Context: an optimization exercise on an open-source flow, tuned for small area, a short achievable clock period and few clock cycles per item. The choices shown serve that exercise and are no tape-out recipe.
At most, simulation tests tie the RTL to the original design; equivalence was not proved.
No driver is modelled on the clock port, so clocking that relies on it looks cheaper here than on a real chip.
No activity file was given, so power comes from the tool's default toggle rates.

== job 2501 ==
## mkMACBuff
module mkMACBuff (
    input  CLK,
    input  RST_N,
    input  EN_mac,
    output RDY_mac,
    input  [15:0] mac_vectA_0,
    input  [15:0] mac_vectB_0,
    input  [15:0] mac_vectA_1,
    input  [15:0] mac_vectB_1,
    input  [15:0] mac_vectA_2,
    input  [15:0] mac_vectB_2,
    input  [15:0] mac_vectA_3,
    input  [15:0] mac_vectB_3,
    output EN_writeMem,
    output [5:0] writeMem_addr,
    output [33:0] writeMem_val,
    input  EN_blockRead,
    output RDY_blockRead,
    output EN_readMem,
    output [5:0] readMem_addr,
    input  [33:0] readMem_val,
    output VALID_memVal,
    output [33:0] memVal_data
);
clock: 4.5 ns
lec_check: 0
cap_margin: 20
core_margin: 2
core_utilization: 40
setup_slack_margin: 2.0
slew_margin: 20
synth_hierarchical: 1
synth_minimum_keep_size: 0
run.sh (not shown) runs the stock make flow with config.mk's settings and CLKGATE_MAP_FILE= SYNTH_SCRIPT=/design/flow/synth_recipe.tcl, a recipe that flattens the netlist after the stock synthesis.
Job 2501 did not stop at any stage, and its layout met the timing, DRC and antenna checks.
Testbench counts of job 2501, summed over its fixed seeds: cycles 14,464, items 12,288.
> inputs changed (job 2501 -> job 1309)
- an added CTS_CLUSTER_SIZE of 20
- an added CTS_CLUSTER_DIAMETER of 100
==> flow/flow/run.sh (new file) <==
#!/bin/bash
# The standard layout (the standard.sh, standard synthesis unchanged), with
# two changes:
#  - the port buffers that global placement inserts on every input and output
#    are buf_2 cells instead of the default choice;
#  - before clock tree synthesis, flow/t1_clock.tcl puts the first tree
#    register bank (t1_*) behind one extra clock buffer: useful skew between
#    register banks inside the datapath (no port-facing register is moved).
# Each ORFS step writes its full log under orfs/logs/; make's own output goes
# to standard.log.
bash standard.sh BUFFER_PORTS_ARGS="-buffer_cell sky130_fd_sc_hd__buf_2" \
  PRE_CTS_TCL="$PWD/flow/t1_clock.tcl" finish > standard.log 2>&1
==> flow/flow/t1_clock.tcl (new file) <==
# Hook run before clock tree synthesis: the first tree register bank (t1_*)
# gets its clock through one extra clock buffer, so its clock arrives a
# little later than the other registers' (useful skew between the input
# registers, whose paths to t1 are the longest register-to-register paths,
# and the t2 registers). Only paths between registers are affected: t1
# registers neither take inputs from ports nor drive outputs.
set block [ord::get_db_block]
set clk_net [$block findNet CLK]
set master [[ord::get_db] findMaster sky130_fd_sc_hd__clkbuf_16]
set buf [odb::dbInst_create $block $master skew_t1_clkbuf]
set net [odb::dbNet_create $block skew_t1_clk]
$net setSigType CLOCK
[$buf findITerm A] connect $clk_net
[$buf findITerm X] connect $net
set n 0
set sx 0
set sy 0
foreach inst [$block getInsts] {
  if {[string match "t1_*" [$inst getName]] && [string match "sky130_fd_sc_hd__df*" [[$inst getMaster] getName]]} {
    set it [$inst findITerm CLK]
    $it disconnect
    $it connect $net
    set loc [$inst getLocation]
    incr sx [lindex $loc 0]
    incr sy [lindex $loc 1]
    incr n
  }
}
$buf setLocation [expr {$sx / $n}] [expr {$sy / $n}]
$buf setPlacementStatus PLACED
puts "t1_clock.tcl: moved $n t1 registers to clock net skew_t1_clk"
==> flow/standard.sh (new file) <==
#!/bin/bash
# synth_recipe.tcl (not shown) runs the flow's synth.tcl, then flattens the netlist and writes it again
# the make line also repeats each setting of config.mk as NAME=value (left out here)
make -C /OpenROAD-flow-scripts/flow DESIGN_CONFIG=/design/flow/config.mk WORK_HOME=/design/flow/orfs CLKGATE_MAP_FILE= SYNTH_SCRIPT=/design/flow/synth_recipe.tcl "${@:-finish}"
removed: flow/run.sh
Notes after the runs:
- Measured against each other, job 1309 and job 2501 differ in upper clock frequency limit, the higher figure coming from job 1309.
- [job 1309] final critical-path required period fell 0.031 ns relative to job 2501
- Max total power across job 1309 and job 2501: job 2501
- Going from job 2501 to job 1309, final-stage net count shrank by 48; combinational group share of total power now sits higher; total of cells resized after clock tree synthesis has decreased; sequential cell area fell by 1.5%.
- Higher first-iteration DRC count among job 1309 and job 2501: job 1309
- Job 2501 leaves less setup margin than job 1309.
- Clock group share of total power in job 1309 vs job 2501: down 5.2 points
Input changes introduced in job 462 (baseline for comparison: job 1309):
- swapping 2.0 for 2.3 in SETUP_SLACK_MARGIN
### Flow results
dfxtp_2 as the critical path's slowest cell was reported by job 1309, and dfstp_2 by job 462. In the tables for job 1309 and job 462, routed length on met2 reads lower with job 1309. Power in the clock group delta (job 462 − job 1309): unfavourable. Aggregate routed wire length was higher in job 462 than in job 1309. Compared with job 1309, in job 462 footprint of the flip-flops and latches +2.1%; footprint of the multi-input gates +about 4.4%; final cell area excluding filler cells +15%; number of vias after detailed routing +about 12%.
### job 462 -> job 5835
- CTS_CLUSTER_SIZE: 20 -> unset
- CTS_CLUSTER_DIAMETER: 100 -> unset
- SETUP_SLACK_MARGIN: 2.3 -> 2.0
==> flow/flow/run.sh <==
#!/bin/bash
# The standard layout (the standard.sh, standard synthesis unchanged), with
# one change: the port buffers that global placement inserts on every input
# and output are buf_2 cells instead of the default choice.
# Each ORFS step writes its full log under orfs/logs/; make's own output goes
# to standard.log.
bash standard.sh BUFFER_PORTS_ARGS="-buffer_cell sky130_fd_sc_hd__buf_2" finish > standard.log 2>&1
removed: flow/flow/t1_clock.tcl
Findings:
The flow did not stop early for job 5835: all stages ran, and the layout cleared the timing, DRC and antenna checks.
On met2 global-route usage, the higher figure sits with job 462, not job 5835.
The relative area change from synthesis to final layout of job 5835 falls short of that of job 462 by 13 points.
Relative contribution of the clock network to total power: job 5835 higher than job 462
Per the comparison of job 5835 with job 462, flip-flop and latch share of the layout cell area grew by 3.0 points; final wirelength shrank by about 15%; final area shrank by 10%.
Re combinational power share: job 5835 is 6.4 points down on job 462.
Job 5835 vs. job 462: filler cell count in the final layout went up by 5.7%.
When job 5835 is measured against job 462, its clock period minus final worst setup slack turns out 0.20 ns higher.


== job 101 ==
Another version of the RTL of mkMACBuff (not shown whole).
For scale: roughly 500 flip-flops, about 250 I/O pins, about 37000 um^2 of cells after synthesis.
// mkMACBuff
module mkMACBuff (
    input  CLK,
    input  RST_N,
    input  EN_mac,
    output RDY_mac,
    input  [15:0] mac_vectA_0,
    input  [15:0] mac_vectB_0,
    input  [15:0] mac_vectA_1,
    input  [15:0] mac_vectB_1,
    input  [15:0] mac_vectA_2,
    input  [15:0] mac_vectB_2,
    input  [15:0] mac_vectA_3,
    input  [15:0] mac_vectB_3,
    output EN_writeMem,
    output [5:0] writeMem_addr,
    output [33:0] writeMem_val,
    input  EN_blockRead,
    output RDY_blockRead,
    output EN_readMem,
    output [5:0] readMem_addr,
    input  [33:0] readMem_val,
    output VALID_memVal,
    output [33:0] memVal_data
);
clock: 4.5 ns
lec_check: 0
cap_margin: 20
core_margin: 2
core_utilization: 40
slew_margin: 20
synth_hierarchical: 1
synth_minimum_keep_size: 0
Stock flow here: none of the scripts above is used.
Input changes introduced in job 102 (baseline for comparison: job 101):
--- a/flow/config.mk
+++ b/flow/config.mk
@@ -9,4 +9,5 @@
 export CORE_MARGIN = 2
 export CORE_UTILIZATION = 40
+export SETUP_SLACK_MARGIN = 1.5
 export SLEW_MARGIN = 20
 export SYNTH_HIERARCHICAL = 1
Findings:
Compared to job 101, job 102 has number of buffers added for setup after CTS 18 higher. On job 102: count of routing violations after the opening detailed-route iteration is 102 higher than what job 101 gave. Taking job 101 as the reference point, the clock latency of the later-clocked register in the worst-skew pair of job 102 rises by 0.02 ns. Delta (job 102 minus job 101): non-clock buffer count increased by 33 relative to the old numbers; multi-input combinational area share flat; area overhead of the layout relative to synthesis increased by 2.3 points relative to the old numbers; power in combinational cells saw an increase. In the tables for job 101 and job 102, post-cts resize count reads lower with job 101.
No functional check of the RTL was part of any run of this note.


lane 1:
Another version of the RTL of mkMACBuff (not shown whole).
Size in the first run: roughly 3300 cells after synthesis, ~590 flip-flops, roughly 250 I/O pins, ~0.039 mm^2 of cells after synthesis.
==> flow/config.mk <==
export PLATFORM = sky130hd
export DESIGN_NAME = mkMACBuff
export DESIGN_NICKNAME = mkMACBuff
export VERILOG_FILES = /design/flow/design.v
export SDC_FILE = /design/flow/constraint.sdc
export NUM_CORES = 4
export LEC_CHECK = 0
export CAP_MARGIN = 20
export CORE_MARGIN = 2
export CORE_UTILIZATION = 40
export CTS_CLUSTER_DIAMETER = 110
export CTS_CLUSTER_SIZE = 25
export HOLD_SLACK_MARGIN = 0.05
export SETUP_SLACK_MARGIN = 2.3
export SLEW_MARGIN = 20
export SYNTH_HIERARCHICAL = 1
export SYNTH_MINIMUM_KEEP_SIZE = 0
==> flow/constraint.sdc <==
create_clock -name core_clock -period 4.5 [get_ports {CLK}]
set_input_delay 0.9000 -clock core_clock [delete_from_list [all_inputs] [get_ports {CLK}]]
set_output_delay 0.9000 -clock core_clock [all_outputs]
set_load 0.01 [all_outputs]
standard.sh (not shown) runs the stock make flow with config.mk's settings and CLKGATE_MAP_FILE= SYNTH_SCRIPT=/design/flow/synth_recipe.tcl, a recipe that flattens the netlist after the stock synthesis.
==> flow/flow/run.sh <==
#!/bin/bash
# The standard layout (the standard.sh, standard synthesis unchanged), with
# two changes:
#  - the port buffers that global placement inserts on every input and output
#    are buf_2 cells instead of the default choice;
#  - flow/t1_skew.tcl (run before clock tree synthesis) gives the first tree
#    register bank (t1_*) a later clock: useful skew between register banks
#    inside the datapath (no register that takes a port input or drives an
#    output port is moved).
# Each ORFS step writes its full log under orfs/logs/; make's own output goes
# to standard.log.
bash standard.sh BUFFER_PORTS_ARGS="-buffer_cell sky130_fd_sc_hd__buf_2" \
  PRE_CTS_TCL="$PWD/flow/t1_skew.tcl" finish > standard.log 2>&1
Other scripts of this flow, unchanged in this note and not shown: flow/flow/t1_skew.tcl
In lane 1 the implementation ran to completion but is not tape-out ready, as the final checks report hold timing.
Testbench counts of lane 1, summed over its fixed seeds: cycles 14,464, items 12,288.
### lane 1 -> lane 2
Settings: SETUP_SLACK_MARGIN now 2.2, was 2.3; CTS_CLUSTER_DIAMETER now 100, was 110; CTS_CLUSTER_SIZE now 20, was 25.
Findings:
Per the final summary, lane 2 finished and its layout is clean on timing, DRC and antenna.
From lane 1 to lane 2 the numbers moved as follows: worst path arrival time increased by 0.84 ns relative to the old numbers, standby leakage power went down, sequential group power went up.
Share of async-settable or async-resettable flops after synthesis: lane 1 vs lane 2 identical
In lane 2 the wire length of the first global-routing pass turned out 1400 um higher than in lane 1.
Total clock network power ended up about 14% higher on lane 2 than on lane 1.
Number of detailed-routing iterations run before antenna repair came out exactly the same in lane 2 and lane 1.
Lane 2 vs. lane 1: depth of the most critical reg-to-reg path up 3, critical path depth climbed 3.
Looking at worst setup path endpoint, the t2_s1813$_DFF_P_ result is from lane 1; the t1_s1471$_DFF_P_ one comes from lane 2.
The following lists how lane 3 was set up differently from lane 2:
Settings: CTS_CLUSTER_SIZE now 25, was 20; CTS_CLUSTER_DIAMETER now 110, was 100.
--- outcome ---
Lane 3 vs lane 2: post-layout instance area down slightly. [compare] base=lane 2 new=lane 3: setup slack higher, areal power density over the cells went down.


wip/lagoon:
mkMACBuff, a different RTL version from the one above (not shown whole).
For scale: about 3400 cells after synthesis, ~250 I/O pins, roughly 42000 um^2 of cells after synthesis.
export LEC_CHECK = 0
export CAP_MARGIN = 20
export CORE_MARGIN = 2
export CORE_UTILIZATION = 40
export SETUP_SLACK_MARGIN = 2.1
export SLEW_MARGIN = 20
export SYNTH_HIERARCHICAL = 1
export SYNTH_MINIMUM_KEEP_SIZE = 0
create_clock -name core_clock -period 4.5 [get_ports {CLK}]
run.sh (not shown) runs the stock make flow with config.mk's settings and CLKGATE_MAP_FILE= SYNTH_SCRIPT=/design/flow/synth_recipe.tcl, a recipe that flattens the netlist after the stock synthesis.
Stock flow here: none of the scripts above is used.
Testbench counts of wip/lagoon, summed over its fixed seeds: cycles 14,464, items 12,288.
> inputs changed (wip/lagoon -> wip/onyx)
-- flow/config.mk --
<<< wip/lagoon, line 10
export CORE_UTILIZATION = 40
export SETUP_SLACK_MARGIN = 2.1
>>> wip/onyx, line 10
export CORE_UTILIZATION = 60
export SETUP_SLACK_MARGIN = 2.2
<<< wip/lagoon, line 15
>>> wip/onyx, line 15
export TNS_END_PERCENT = 10
--- outcome ---
- wip/onyx completed every stage of the flow, and the final layout passed the timing, DRC and antenna checks.
- Looking at global-route usage, wip/onyx sits above wip/lagoon.
- On core outline area, wip/onyx does better than wip/lagoon.
- Row clock share of power: wip/onyx lower / wip/lagoon higher
- Summary — diode insertion count for antenna repair, wip/onyx relative to wip/lagoon: higher, by 1.
- Summary: fmax, wip/onyx worse than wip/lagoon
- Run comparison: wip/lagoon worst setup path endpoint t1_s1271; wip/onyx worst setup path endpoint t1_s1153
Relative to wip/onyx, the following input files were edited for wip/quartz:
-- flow/config.mk --
<<< wip/onyx, line 10
export CORE_UTILIZATION = 60
>>> wip/quartz, line 10
export CORE_UTILIZATION = 40
Results
Non-clock buffer count, wip/quartz vs wip/onyx: down by more than 10%
Area overhead of the layout relative to synthesis ends up higher on wip/quartz.
Compared with wip/onyx, in wip/quartz critical path's largest stage delay went up, final cell area excluding filler cells +160 um^2, worst setup slack went up, wire length neither gained nor lost much.
wip/quartz -> wip/onyx: total power divided by cell area flat
wip/quartz vs. wip/onyx: wire length on met2 went up by about 4%, synthesized area was more or less identical.
In wip/quartz the aggregate global-route resource usage turned out 13 points lower than in wip/onyx.
--- input diff wip/quartz..wip/juniper ---
-- flow/config.mk --
<<< wip/quartz, line 11
export SETUP_SLACK_MARGIN = 2.2
>>> wip/juniper, line 11
export SETUP_SLACK_MARGIN = 1.9
<<< wip/quartz, line 15
export TNS_END_PERCENT = 10
>>> wip/juniper, line 15
Results
Re path depth of the worst reg2reg path: wip/juniper and wip/quartz aren't equal, and the higher value belongs to wip/quartz. In the reports for wip/juniper and wip/quartz, the smaller minimum period implied by the final worst setup slack belongs to wip/quartz. Going from wip/quartz to wip/juniper, number of antenna violations at the first check in global routing went down by 3, area after detailed placement was more or less identical.
For wip/xenon, these inputs were changed with respect to wip/juniper:
-- flow/config.mk --
<<< wip/juniper, line 11
export SETUP_SLACK_MARGIN = 1.9
>>> wip/xenon, line 11
### Flow results
Compared wip/juniper against wip/xenon; final worst hold slack within noise. wip/xenon vs wip/juniper on total setup buffers inserted after CTS: wip/xenon is the lower one. Compared with wip/juniper, wip/xenon shows a higher shortest clock period the worst path allows after layout.


RTL: one of the versions met above, not the one the previous note started from.
For scale: roughly 3400 cells after synthesis, about 690 flip-flops, about 250 I/O pins, roughly 41000 sq um of cells after synthesis.
Design mkMACBuff, start of the top module:
module mkMACBuff (
    input  CLK,
    input  RST_N,
    input  EN_mac,
    output RDY_mac,
    input  [15:0] mac_vectA_0,
    input  [15:0] mac_vectB_0,
    input  [15:0] mac_vectA_1,
    input  [15:0] mac_vectB_1,
    input  [15:0] mac_vectA_2,
    input  [15:0] mac_vectB_2,
    input  [15:0] mac_vectA_3,
    input  [15:0] mac_vectB_3,
    output EN_writeMem,
    output [5:0] writeMem_addr,
    output [33:0] writeMem_val,
    input  EN_blockRead,
    output RDY_blockRead,
    output EN_readMem,
    output [5:0] readMem_addr,
    input  [33:0] readMem_val,
    output VALID_memVal,
    output [33:0] memVal_data
);
export LEC_CHECK = 0
export CAP_MARGIN = 20
export CORE_MARGIN = 2
export CORE_UTILIZATION = 40
export CTS_CLUSTER_DIAMETER = 100
export CTS_CLUSTER_SIZE = 20
export SETUP_SLACK_MARGIN = 2.2
export SLEW_MARGIN = 20
export SYNTH_HIERARCHICAL = 1
export SYNTH_MINIMUM_KEEP_SIZE = 0
create_clock -name core_clock -period 4.5 [get_ports {CLK}]
standard.sh (not shown) runs the stock make flow with config.mk's settings and CLKGATE_MAP_FILE= SYNTH_SCRIPT=/design/flow/synth_recipe.tcl, a recipe that flattens the netlist after the stock synthesis.
==> flow/flow/run.sh <==
#!/bin/bash
# The standard layout (the standard.sh, standard synthesis unchanged), with
# two changes:
#  - the port buffers that global placement inserts on every input and output
#    are buf_2 cells instead of the default choice;
#  - timing repair only resizes gates and swaps pins (no new buffers, no
#    cloned gates).
# Each ORFS step writes its full log under orfs/logs/; make's own output goes
# to standard.log.
bash standard.sh BUFFER_PORTS_ARGS="-buffer_cell sky130_fd_sc_hd__buf_2" \
  SETUP_MOVE_SEQUENCE="unbuffer,sizeup,swap" finish > standard.log 2>&1
Testbench counts at the start, summed over its fixed seeds: cycles 14,464, items 12,288.
Next try:
==> flow/run.sh (new file) <==
#!/bin/bash
# synth_recipe.tcl (not shown) runs the flow's synth.tcl, then flattens the netlist and writes it again
# the make line also repeats each setting of config.mk as NAME=value (left out here)
make -C /OpenROAD-flow-scripts/flow DESIGN_CONFIG=/design/flow/config.mk WORK_HOME=/design/flow/orfs CLKGATE_MAP_FILE= SYNTH_SCRIPT=/design/flow/synth_recipe.tcl finish
CTS_CLUSTER_DIAMETER = unset   (was 100)
CTS_CLUSTER_SIZE = unset   (was 20)
SETUP_SLACK_MARGIN = 2.1   (was 2.2)
removed: flow/flow/run.sh
removed: flow/standard.sh
What happened: Routed wire length increases by about 2.4%. Area after synthesis is unchanged. Critical path depth does not change. Non-clock buffer count increases by 103. Global-route usage increases by 0.43 points. Clock power increases by about 64%. Core utilization increases by 1.4 points. Sequential power is about the same.
Next try:
SETUP_SLACK_MARGIN = 2.25   (was 2.1)
Register-to-register slack gets better by 70 ps.
Design area went up by 16%.
Synthesized area is unchanged.
Non-clock buffer count went up by 388.
Count of clock-buffer cells in the layout stays the same.
Sequential cell count does not change.
Combinational power went up by about 10%.
Sequential share of layout area went down by 4.1 points.
Sequential power stays flat.
Clock skew went down by 11 ps.
Routed wire length went up by 23%.
Next try:
==> flow/flow/run.sh (new file) <==
#!/bin/bash
# The standard layout (the standard.sh, standard synthesis unchanged), with
# two changes:
#  - the port buffers that global placement inserts on every input and output
#    are buf_2 cells instead of the default choice;
#  - before clock tree synthesis, flow/t1_clock.tcl puts the first tree
#    register bank (t1_*) behind one extra clock buffer: useful skew between
#    register banks inside the datapath (no port-facing register is moved).
# Each ORFS step writes its full log under orfs/logs/; make's own output goes
# to standard.log.
bash standard.sh BUFFER_PORTS_ARGS="-buffer_cell sky130_fd_sc_hd__buf_2" \
  PRE_CTS_TCL="$PWD/flow/t1_clock.tcl" finish > standard.log 2>&1
==> flow/flow/t1_clock.tcl (new file) <==
# Hook run before clock tree synthesis: the first tree register bank (t1_*)
# gets its clock through one extra clock buffer, so its clock arrives a
# little later than the other registers' (useful skew between the input
# registers, whose paths to t1 are the longest register-to-register paths,
# and the t2 registers). Only paths between registers are affected: t1
# registers neither take inputs from ports nor drive outputs.
set block [ord::get_db_block]
set clk_net [$block findNet CLK]
set master [[ord::get_db] findMaster sky130_fd_sc_hd__clkbuf_16]
set buf [odb::dbInst_create $block $master skew_t1_clkbuf]
set net [odb::dbNet_create $block skew_t1_clk]
$net setSigType CLOCK
[$buf findITerm A] connect $clk_net
[$buf findITerm X] connect $net
set n 0
set sx 0
set sy 0
foreach inst [$block getInsts] {
  if {[string match "t1_*" [$inst getName]] && [string match "sky130_fd_sc_hd__df*" [[$inst getMaster] getName]]} {
    set it [$inst findITerm CLK]
    $it disconnect
    $it connect $net
    set loc [$inst getLocation]
    incr sx [lindex $loc 0]
    incr sy [lindex $loc 1]
    incr n
  }
}
$buf setLocation [expr {$sx / $n}] [expr {$sy / $n}]
$buf setPlacementStatus PLACED
puts "t1_clock.tcl: moved $n t1 registers to clock net skew_t1_clk"
==> flow/standard.sh (new file) <==
#!/bin/bash
# synth_recipe.tcl (not shown) runs the flow's synth.tcl, then flattens the netlist and writes it again
# the make line also repeats each setting of config.mk as NAME=value (left out here)
make -C /OpenROAD-flow-scripts/flow DESIGN_CONFIG=/design/flow/config.mk WORK_HOME=/design/flow/orfs CLKGATE_MAP_FILE= SYNTH_SCRIPT=/design/flow/synth_recipe.tcl "${@:-finish}"
CTS_CLUSTER_DIAMETER = 100   (was unset)
CTS_CLUSTER_SIZE = 20   (was unset)
SETUP_SLACK_MARGIN = 2.15   (was 2.25)
removed: flow/run.sh
Outcome:
- The new run completed with no timing, DRC or antenna violations
- die area stays the same
- sequential power barely changes
- clock skew is higher by 190 ps
Next try:
==> flow/flow/run.sh (replaced) <==
#!/bin/bash
# Standard layout, unchanged; tool output goes to standard.log.
bash standard.sh > standard.log 2>&1
CTS_CLUSTER_DIAMETER = unset   (was 100)
CTS_CLUSTER_SIZE = unset   (was 20)
SETUP_SLACK_MARGIN = 2.1   (was 2.15)
removed: flow/flow/t1_clock.tcl
Register-to-register slack gets worse by 150 ps. Power goes up by a little under a tenth. Clock power goes up by well over a third. Sequential power hardly moves. Worst hold slack gets better by 170 ps. Cell count goes up by a few percent. Via count goes up by a few percent. Cell area goes up by a little under a tenth. Combinational power goes up by a few percent. Sequential share of layout area goes down by 2.0 points.

[static timing again, ports no longer ideal]
How much do the figures lean on ideal ports? The routed layouts below were timed once more, with nothing changed but the port constraints. Step 1: set_driving_cell puts a clkbuf_16 on CLK and a buf_2 on each other input, an assumption about the parent block. Step 2, shift: input delay + t, output delay - t, t = (earliest + latest rising clock arrival at the registers) / 2. This alone moves slack from input paths to output paths. a / b / c = no drivers / after step 1 / after step 2; a / b = the first two.
| run | t (ns) | setup WS [ns] | hold slack, ns | worst setup path at the end | latest minus earliest clock arrival (ns) | pins driven straight from the clock port |
|---|---|---|---|---|---|---|
| job 2501 | 0.709 | 1.988 / 1.988 / 1.988 | 0.325 / 0.325 / 0.325 | register to register | 0.042 / 0.043 | 1 |
| job 1309 | 0.905 | 2.018 / 2.018 / 2.018 | 0.149 / 0.092 / 0.332 | register to register | 0.194 / 0.194 | 2 |
| job 462 | 0.924 | 2.182 / 2.100 / 2.184 | 0.134 / 0.073 / 0.323 | register to register | 0.190 / 0.190 | 2 |
| job 5835 | 0.713 | 1.987 / 1.987 / 1.987 | 0.266 / 0.221 / 0.326 | register to register | 0.038 / 0.038 | 1 |
| job 101 | 0.701 | 0.903 / 0.903 / 0.494 | 0.327 / 0.327 / 0.327 | input to register | 0.047 / 0.046 | 1 |
| job 102 | 0.729 | 1.238 / 1.238 / 0.759 | 0.231 / 0.188 / 0.327 | input to register | 0.040 / 0.040 | 1 |
| lane 1 | 1.190 | 2.218 / 2.204 / 2.218 | -0.009 / -0.009 / -0.009 | register to register | 0.792 / 0.793 | 2 |
| lane 2 | 1.200 | 2.168 / 2.168 / 2.168 | 0.013 / 0.013 / 0.013 | register to register | 0.788 / 0.789 | 2 |
| lane 3 | 1.178 | 2.193 / 2.177 / 2.193 | 0.025 / 0.025 / 0.025 | register to register | 0.769 / 0.768 | 2 |
| wip/lagoon | 0.709 | 2.053 / 2.053 / 2.053 | 0.243 / 0.198 / 0.326 | register to register | 0.042 / 0.042 | 1 |
| wip/onyx | 0.699 | 1.978 / 1.978 / 1.978 | 0.279 / 0.237 / 0.328 | register to register | 0.029 / 0.029 | 1 |
| wip/quartz | 0.744 | 1.992 / 1.992 / 1.992 | 0.213 / 0.162 / 0.321 | register to register | 0.045 / 0.045 | 1 |
| wip/juniper | 0.704 | 1.873 / 1.873 / 1.873 | 0.322 / 0.322 / 0.322 | register to register | 0.048 / 0.049 | 1 |
| wip/xenon | 0.704 | 1.379 / 1.379 / 1.379 | 0.321 / 0.321 / 0.321 | register to register | 0.048 / 0.047 | 1 |
| the first run of note 5 | 0.699 | 2.022 / 2.022 / 2.022 | 0.272 / 0.227 / 0.327 | register to register | 0.052 / 0.053 | 1 |
| the second run of note 5 | 0.716 | 2.003 / 2.003 / 2.003 | 0.326 / 0.326 / 0.326 | register to register | 0.056 / 0.057 | 1 |
| the third run of note 5 | 0.723 | 2.069 / 2.069 / 2.069 | 0.327 / 0.327 / 0.327 | register to register | 0.043 / 0.044 | 1 |
| the fourth run of note 5 | 0.898 | 2.157 / 2.145 / 2.157 | 0.155 / 0.095 / 0.331 | register to register | 0.233 / 0.232 | 2 |
| the fifth run of note 5 | 0.716 | 2.003 / 2.003 / 2.003 | 0.326 / 0.326 / 0.326 | register to register | 0.056 / 0.057 | 1 |
Clock arrivals are far apart in lane 1, lane 2 and lane 3, so t is only a midpoint there and step 2 fits no single register. For job 102, which loses most, drivers alone change the setup slack by 0.000 ns; drivers and shift together by -0.479 ns.
